This design comes from an exercise in tuning for small area on the open sky130 flow, not from production work.
Function was checked by simulation only, so behaviour that the tests miss may differ from the original.
No driver is modelled on the clock port, so clocking that relies on it looks cheaper here than on a real chip.
No activity file was given, so power comes from the tool's default toggle rates.

==> module module_top, before the edit <==
module module_top (
    input  logic        clk,
    input  logic [3:0]  fil,
    input  logic        rst_in,
    input  logic        rst,
    output logic        rst_1,
    output logic [3:0]  col,
    output logic [6:0]  seg,
    output logic        seg_dot,
    output logic [3:0]  cats
);
    assign rst_1   = 1'b1;
    assign seg_dot = 1'b0;
    logic [14:0] sc;
    logic [1:0]  idx;        
    wire term = ~sc[14] & sc[13] & ~sc[12] & sc[11] & sc[9] & sc[7] & sc[6] & sc[5]
              & ~sc[4] & sc[3] & sc[1] & ~sc[0];
    always_ff @(posedge clk) begin
        if (rst || term) sc <= 15'd28769;
        else             sc <= {~sc[13:0], sc[14] ^ sc[0]};
        if (rst)       idx <= 2'd0;
        else if (term) idx <= idx + 2'd1;
    end
    assign col = 4'b0001 << idx;
    logic any_row, rst_in_reg;     
    always_ff @(posedge clk) begin
        if (rst) begin
            any_row    <= 1'b0;
            rst_in_reg <= 1'b0;
        end else begin
            any_row    <= |fil;
            rst_in_reg <= rst_in;
        end
    end
    logic press, reset, pulse, pulse_rst;
    module_DeBounce DB     (.clk(clk), .rst(rst), .button_in(any_row),    .DB_out(press), .pulse(pulse));
    module_DeBounce DB_rst (.clk(clk), .rst(rst), .button_in(rst_in_reg), .DB_out(reset), .pulse(pulse_rst));
    logic [3:0] key;
    always_comb begin
        key = 4'h0;
        case (fil)
            4'b0001: case (idx) 2'd0: key = 4'h1; 2'd1: key = 4'h2; 2'd2: key = 4'h3; 2'd3: key = 4'hA; endcase
            4'b0010: case (idx) 2'd0: key = 4'h4; 2'd1: key = 4'h5; 2'd2: key = 4'h6; 2'd3: key = 4'hB; endcase
            4'b0100: case (idx) 2'd0: key = 4'h7; 2'd1: key = 4'h8; 2'd2: key = 4'h9; 2'd3: key = 4'hC; endcase
            4'b1000: case (idx) 2'd0: key = 4'hE; 2'd1: key = 4'h0; 2'd2: key = 4'hF; 2'd3: key = 4'hD; endcase
            default: key = 4'h0;
        endcase
    end
    localparam logic [2:0] INICIO = 3'b000, PRIMERO = 3'b001, SEG1 = 3'b011, SEGUNDO = 3'b010,
                           DIVIDIR = 3'b110, RESET = 3'b100;
    logic [2:0] state, state_n;
    always_comb begin
        if (rst || reset) state_n = INICIO;
        else case (state)
            INICIO:  state_n = press ? PRIMERO : INICIO;
            PRIMERO: state_n = press ? SEG1 : PRIMERO;
            SEG1:    state_n = SEGUNDO;    
            SEGUNDO: state_n = press ? DIVIDIR : SEGUNDO;
            DIVIDIR: state_n = press ? RESET : DIVIDIR;
            default: state_n = INICIO;
        endcase
    end
    always_ff @(posedge clk) state <= state_n;
    wire sel_disp = (state == DIVIDIR);
    logic [3:0] A, B;
    wire  [3:0] numero_next_A = pulse ? (A & {4{~reset}}) : key;
    wire  [3:0] numero_next_B = pulse ? (B & {4{~reset}}) : key;
    always_ff @(posedge clk) begin
        if (state_n == INICIO)  A <= numero_next_A;
        if (state_n == INICIO)  B <= 4'h0;
        else if (state_n == PRIMERO) B <= numero_next_B;
    end
    wire        a_zero = (state == INICIO);                       
    wire        b_zero = (state == INICIO) | (state == PRIMERO);   
    logic [2:0] dst;
    logic [3:0] Rr, Qn;
    wire  [3:0] Q = ~Qn;
    wire        busy = dst[1];
    wire        a = ~a_zero & (dst[2] ? (dst[0] ? A[0] : A[1]) : (dst[0] ? A[3] : A[2]));
    wire  [3:0] x = {Rr[2:0], a};
    wire  [4:0] bw;
    wire  [3:0] d;
    assign bw[0] = 1'b0;
    for (genvar i = 0; i < 4; i++) begin : fsub
        assign d[i]    = x[i] ^ B[i] ^ bw[i];
        assign bw[i+1] = (~x[i] & B[i]) | (~x[i] & bw[i]) | (B[i] & bw[i]);
    end
    wire signo = Rr[3] ^ bw[4];      
    always_ff @(posedge clk) begin
        if (rst) begin
            dst <= 3'b000;
            Rr  <= '0;
            Qn  <= '1;
        end else begin
            if (dst == 3'b001) Rr <= '0;
            if (busy) begin
                Qn <= {Qn[2:0], signo};
                Rr <= signo ? x : d;
            end
            case (dst)
                3'b000:  if (state == SEG1 && B != 4'd0) dst <= 3'b001;
                3'b001:  dst <= 3'b011;
                3'b011:  dst <= 3'b010;
                3'b010:  dst <= 3'b110;
                3'b110:  dst <= 3'b111;
                default: dst <= 3'b000;
            endcase
        end
    end
    wire [3:0] v   = idx[1] ? Q : Rr;
    wire       ten = v[3] & (v[2] | v[1]);
    wire [3:0] one = ten ? {1'b0, v[2] & v[1], v[2] & ~v[1], v[0]} : v;
    wire [3:0] num = sel_disp ? (idx[0] ? {3'b000, ten} : one)
                              : (idx == 2'd1 ? (B & {4{~b_zero}}) : idx == 2'd2 ? (A & {4{~a_zero}}) : 4'h8);
    always_comb begin
        case (num)
            4'h0: seg = 7'b0111111;
            4'h1: seg = 7'b0000110;
            4'h2: seg = 7'b1011011;
            4'h3: seg = 7'b1001111;
            4'h4: seg = 7'b1100110;
            4'h5: seg = 7'b1101101;
            4'h6: seg = 7'b1111101;
            4'h7: seg = 7'b0000111;
            4'h8: seg = 7'b1111111;
            4'h9: seg = 7'b1101111;
            4'hA: seg = 7'b1110111;
            4'hB: seg = 7'b1111100;
            4'hC: seg = 7'b0111001;
            4'hD: seg = 7'b1011110;
            4'hE: seg = 7'b1111001;
            default: seg = 7'b1110001;
        endcase
    end
    assign cats = ~(sel_disp ? col : {1'b0, idx == 2'd2, idx == 2'd1, 1'b0});
endmodule
Settings: LEC_CHECK=0, CAP_MARGIN=20, CORE_MARGIN=2, CORE_UTILIZATION=55, GPL_TIMING_DRIVEN=0, SLEW_MARGIN=20; clock period 10.0 ns.
standard.sh (not shown) runs the stock make flow with config.mk's settings and CLKGATE_MAP_FILE= SYNTH_SCRIPT=/design/flow/synth_recipe.tcl, a recipe that flattens the netlist after the stock synthesis.
==> flow/flow/run.sh <==
#!/bin/bash
# Own layout flow: the standard flow (standard.sh) with
#  - synthesis through flow/own_synth.tcl: the standard synthesis script with
#    area-oriented ABC mapping and only full-adder cell extraction (no
#    half-adder cells); registers are mapped exactly as in the standard
#    synthesis,
#  - port buffers of the smallest buffer cell,
#  - a small clock tree of inverters built by flow/post_cts.tcl after CTS
#    (flow/pre_cts.tcl tells CTS to leave the clock net alone): the
#    registers in CLK_GROUPS groups of near-equal size by position, one
#    CLK_LEAF_INV per group, one CLK_ROOT_INV from the clock port to the
#    group inverters.
# Each tool's output is in orfs/logs/; make's output is in own_flow.log.
set -euo pipefail
W=$(pwd)
sed -e "s|SYNTH_SCRIPT=[^ ]*|SYNTH_SCRIPT=$W/flow/own_synth.tcl|" standard.sh > own_standard.sh
export BUFFER_PORTS_ARGS="-buffer_cell sky130_fd_sc_hd__buf_1"
export PRE_CTS_TCL=$W/flow/pre_cts.tcl
export POST_CTS_TCL=$W/flow/post_cts.tcl
export CLK_GROUPS=5
export CLK_ROOT_INV=sky130_fd_sc_hd__inv_4
export CLK_LEAF_INV=sky130_fd_sc_hd__inv_8
bash own_standard.sh finish > own_flow.log 2>&1
Other scripts of this flow, unchanged in this note and not shown: flow/flow/area.abc, flow/flow/own_synth.tcl, flow/flow/post_cts.tcl, flow/flow/pre_cts.tcl
Edit:
--- a/flow/design.v
+++ b/flow/design.v
@@ -47,35 +47,37 @@
         endcase
     end
+    logic [3:0] numero;
+    always_ff @(posedge clk)
+        numero <= pulse ? (numero & {4{~reset}}) : key;
     localparam logic [2:0] INICIO = 3'b000, PRIMERO = 3'b001, SEG1 = 3'b011, SEGUNDO = 3'b010,
                            DIVIDIR = 3'b110, RESET = 3'b100;
-    logic [2:0] state, state_n;
-    always_comb begin
-        if (rst || reset) state_n = INICIO;
+    logic [2:0] state;
+    always_ff @(posedge clk) begin
+        if (rst || reset) state <= INICIO;
         else case (state)
-            INICIO:  state_n = press ? PRIMERO : INICIO;
-            PRIMERO: state_n = press ? SEG1 : PRIMERO;
-            SEG1:    state_n = SEGUNDO;    
-            SEGUNDO: state_n = press ? DIVIDIR : SEGUNDO;
-            DIVIDIR: state_n = press ? RESET : DIVIDIR;
-            default: state_n = INICIO;
+            INICIO:  if (press) state <= PRIMERO;
+            PRIMERO: if (press) state <= SEG1;
+            SEG1:    state <= SEGUNDO;    
+            SEGUNDO: if (press) state <= DIVIDIR;
+            DIVIDIR: if (press) state <= RESET;
+            default: state <= INICIO;
         endcase
     end
-    always_ff @(posedge clk) state <= state_n;
     wire sel_disp = (state == DIVIDIR);
+    wire clr_ab   = rst | reset | (state == RESET);
     logic [3:0] A, B;
-    wire  [3:0] numero_next_A = pulse ? (A & {4{~reset}}) : key;
-    wire  [3:0] numero_next_B = pulse ? (B & {4{~reset}}) : key;
     always_ff @(posedge clk) begin
-        if (state_n == INICIO)  A <= numero_next_A;
-        if (state_n == INICIO)  B <= 4'h0;
-        else if (state_n == PRIMERO) B <= numero_next_B;
+        if (clr_ab) begin
+            A <= '0;
+            B <= '0;
+        end else begin
+            if (press && state == INICIO)  A <= numero;
+            if (press && state == PRIMERO) B <= numero;
+        end
     end
-    wire        a_zero = (state == INICIO);                       
-    wire        b_zero = (state == INICIO) | (state == PRIMERO);   
     logic [2:0] dst;
-    logic [3:0] Rr, Qn;
-    wire  [3:0] Q = ~Qn;
+    logic [3:0] Rr, Q;
     wire        busy = dst[1];
-    wire        a = ~a_zero & (dst[2] ? (dst[0] ? A[0] : A[1]) : (dst[0] ? A[3] : A[2]));
+    wire        a = dst[2] ? (dst[0] ? A[0] : A[1]) : (dst[0] ? A[3] : A[2]);
     wire  [3:0] x = {Rr[2:0], a};
     wire  [4:0] bw;
@@ -91,9 +93,9 @@
             dst <= 3'b000;
             Rr  <= '0;
-            Qn  <= '1;
+            Q   <= '0;
         end else begin
             if (dst == 3'b001) Rr <= '0;
             if (busy) begin
-                Qn <= {Qn[2:0], signo};
+                Q  <= {Q[2:0], ~signo};
                 Rr <= signo ? x : d;
             end
@@ -112,5 +114,5 @@
     wire [3:0] one = ten ? {1'b0, v[2] & v[1], v[2] & ~v[1], v[0]} : v;
     wire [3:0] num = sel_disp ? (idx[0] ? {3'b000, ten} : one)
-                              : (idx == 2'd1 ? (B & {4{~b_zero}}) : idx == 2'd2 ? (A & {4{~a_zero}}) : 4'h8);
+                              : (idx == 2'd1 ? B : idx == 2'd2 ? A : 4'h8);
     always_comb begin
         case (num)
What happened:
- The changed run went through all stages and came out clean
- global-route usage barely changes
- first-iteration DRC count rises by a few percent
- power rises by a few percent
- cell count rises slightly
- via count rises slightly
- die area rises slightly
- area after synthesis rises slightly
- sequential power rises by a few percent
- design area rises slightly
- utilization rises by 0.16 points
- worst setup slack improves by 0.10 ns
- register-to-register slack improves by 0.47 ns
- clock skew barely changes
- synthesized cell count rises slightly

-- port drivers added, routing unchanged --
The results above use ideal ports. As a check the final layouts listed here were re-extracted and re-timed, cells and wires unchanged.
Step 1, drivers: a clkbuf_16 drives clk and a buf_2 each remaining input, both assumed.
Step 2, shift: input delay + t, output delay - t, t = (earliest + latest rising clock arrival at the registers) / 2. This alone moves slack from input paths to output paths.
Slacks: ideal / step 1 / step 2; pairs: ideal / step 1.
run	t, ns	setup WS [ns]	clock arrival spread, ns	worst register clock-pin slew, ns	worst slew at a driven data input, ns
the first run	0.262	4.685 / 4.649 / 4.911	0.013 / 0.013	0.10 / 0.10	0.03
the second run	0.268	4.789 / 4.754 / 5.022	0.013 / 0.012	0.10 / 0.10	0.04
After both steps every run listed still meets setup and hold.
